Background: an optimization exercise with open tools, aiming at small area and a short achievable clock period. Do not read the settings as production practice.
In this exercise RTL edits were held to simulation tests only and were not proved equivalent to the original.
Power is estimated from default activity; no workload was simulated.

Setup of north:
## alu_operations_five
module alu_operations_five (
    input  clk,
    input  rst_n,
    input  load,
    input  signed [31:0]  ID_EX_A,
    input  signed [31:0]  ID_EX_B,
    input  signed [5:0]   opcode,
    output reg signed [31:0] ALU_result
);
Size in the first run: about 1400 cells after synthesis, roughly 110 I/O pins, ~16000 um2 of cells after synthesis.
==> flow/config.mk <==
export PLATFORM = sky130hd
export DESIGN_NAME = alu_operations_five
export DESIGN_NICKNAME = alu_operations_five
export VERILOG_FILES = /design/flow/design.v
export SDC_FILE = /design/flow/constraint.sdc
export NUM_CORES = 4
export LEC_CHECK = 0
export CAP_MARGIN = 20
export CORE_MARGIN = 2
export CORE_UTILIZATION = 40
export SETUP_SLACK_MARGIN = 3.7
export SLEW_MARGIN = 20
export SYNTH_HIERARCHICAL = 1
==> flow/constraint.sdc <==
create_clock -name core_clock -period 8.5 [get_ports {clk}]
set_input_delay 1.7000 -clock core_clock [delete_from_list [all_inputs] [get_ports {clk}]]
set_output_delay 1.7000 -clock core_clock [all_outputs]
set_load 0.01 [all_outputs]
standard.sh (not shown) runs the stock make flow with config.mk's settings and CLKGATE_MAP_FILE= SYNTH_SCRIPT=/design/flow/synth_recipe.tcl, a recipe that flattens the netlist after the stock synthesis.
==> flow/flow/run.sh <==
#!/bin/bash
set -euo pipefail
bash standard.sh BUFFER_PORTS_ARGS="-buffer_cell sky130_fd_sc_hd__buf_1" finish > standard.log 2>&1
north | stages: all done | timing, DRC, antenna: all pass
#### Input delta (south over north)
- CTS_BUF_LIST newly set to sky130_fd_sc_hd__clkbuf_4 sky130_fd_sc_hd__clkbuf_8
- SETUP_SLACK_MARGIN changed from 3.7 to 3.4
==> run notes <==
Cmp south and north / post-route clock period utilization / lower: north. The number of nets in the finished design of south is lower than that of north. Shortest period the worst path allows, south and north: larger value in south. Maximum frequency in south is about 6% lower than in north.
[inputs] east vs south
- changing SETUP_SLACK_MARGIN from 3.4 to 3.7
Notes after the runs:
- Per the final summary, east finished and its layout is clean on timing, DRC and antenna.
- Higher count of multi-input gates among south and east: east
- Utilization (lower): south
- For count of buffers not belonging to the clock network in the layout, dividing the value from east by the value from south gives 1.17.
- Relative to south, the maximum operating frequency measured on east has increased by a few percent.
--- input diff east..west ---
- SETUP_SLACK_MARGIN changed from 3.7 to 4.0
- CTS_BUF_LIST removed (was sky130_fd_sc_hd__clkbuf_4 sky130_fd_sc_hd__clkbuf_8)
Of east and west, west shows the lower data arrival time of the critical path, with east above it. Of west and east, it is west that has the higher total power. west: met2 global-route usage higher than east. Diff east and west: length of routed met2 wiring higher in west.


== build 42 ==
alu_operations_five, a different RTL version from the one above (not shown whole).
Size in the first run: about 1,500 cells after synthesis, roughly 150 flip-flops, about 17,000 um2 of cells after synthesis.
export LEC_CHECK = 0
export CAP_MARGIN = 20
export CORE_MARGIN = 2
export CORE_UTILIZATION = 40
export CTS_BUF_LIST = sky130_fd_sc_hd__clkbuf_4 sky130_fd_sc_hd__clkbuf_8
export GPL_ROUTABILITY_DRIVEN = 0
export SETUP_SLACK_MARGIN = 4.1
export SLEW_MARGIN = 20
export SYNTH_HIERARCHICAL = 1
create_clock -name core_clock -period 8.5 [get_ports {clk}]
Scripts as last shown in full above: flow/flow/run.sh
In summary, build 42 completed successfully, with a layout that passed the timing, DRC and antenna checks.
Relative to build 42, the following input files were edited for build 89:
-- flow/config.mk --
<<< build 42, line 11
export CTS_BUF_LIST = sky130_fd_sc_hd__clkbuf_4 sky130_fd_sc_hd__clkbuf_8
export GPL_ROUTABILITY_DRIVEN = 0
export SETUP_SLACK_MARGIN = 4.1
export SLEW_MARGIN = 20
>>> build 89, line 11
export CTS_BUF_LIST = sky130_fd_sc_hd__clkbuf_4 sky130_fd_sc_hd__clkbuf_8
export SETUP_SLACK_MARGIN = 4.0
export SLEW_MARGIN = 20
## What came out
Summary — final critical delay including setup and external delays, build 89 relative to build 42: higher, by 79 ps. | post-layout total power | build 89 vs build 42 | ≈ equal |. Relative to build 42, final area decreased by about 0.8% in build 89. The run showing the smaller clock buffer count in the final layout is build 89. Antenna diode count | build 89 above build 42. When build 89 is measured against build 42, its area growth from synthesis to layout turns out 0.93 points lower.
#### Input delta (build 17 over build 89)
-- flow/config.mk --
<<< build 89, line 11
export CTS_BUF_LIST = sky130_fd_sc_hd__clkbuf_4 sky130_fd_sc_hd__clkbuf_8
export SETUP_SLACK_MARGIN = 4.0
export SLEW_MARGIN = 20
>>> build 17, line 11
export CTS_BUF_LIST = sky130_fd_sc_hd__clkbuf_4 sky130_fd_sc_hd__clkbuf_8
export SETUP_SLACK_MARGIN = 4.1
export SLEW_MARGIN = 20
==> comparison <==
- On share of the clock period used by the worst path, the higher figure sits with build 89, not build 17.
- Max routed metal-1 wirelength across build 89 and build 17: build 17
- Changes observed in build 17 relative to build 89: worst hold slack closely matched the old numbers, count of placed standard cells in the final layout, fillers left out -7, count of clock-buffer cells in the layout increased 3.
- The higher minimum period implied by the final worst setup slack of build 89 and build 17 is in build 89.
- Of the two values seen for launching element of the worst setup path, opcode[0] was produced by build 89 and ID_EX_B[7] by build 17.

[port drivers added, routing unchanged]
The results above use ideal ports. As a check the final layouts listed here were re-extracted and re-timed, cells and wires unchanged. Step 1 sets driving cells, clkbuf_16 on the clock port and buf_2 on the other inputs (assumed; they add their load-dependent delay and slew). Step 2 moves the port delays by t, midway between the first and last clock arrival at a register: inputs arrive t later, outputs are due t later. That takes back most of the time a late clock gives input paths. a / b / c = ideal / step 1 / step 2; a / b = the first two.
| run | t (ns) | slack for setup (ns) | clock arrival spread, ns | worst data-port slew with drivers (ns) |
|---|---|---|---|---|
| north | 0.516 | 3.743 / 3.653 / 3.137 | 0.024 / 0.024 | 0.17 |
| south | 0.534 | 3.429 / 3.424 / 2.890 | 0.022 / 0.022 | 0.08 |
| east | 0.560 | 3.719 / 3.696 / 3.136 | 0.015 / 0.016 | 0.10 |
| west | 0.482 | 3.769 / 3.615 / 3.133 | 0.015 / 0.014 | 0.22 |
| build 42 | 0.557 | 4.118 / 4.092 / 3.534 | 0.029 / 0.029 | 0.09 |
| build 89 | 0.558 | 4.039 / 4.036 / 3.478 | 0.023 / 0.022 | 0.06 |
| build 17 | 0.557 | 4.118 / 4.092 / 3.534 | 0.029 / 0.029 | 0.09 |
After both steps setup and hold are still met in every run listed. The setup slack of west, which loses most, moves by -0.154 ns with the drivers and by -0.636 ns with both steps.
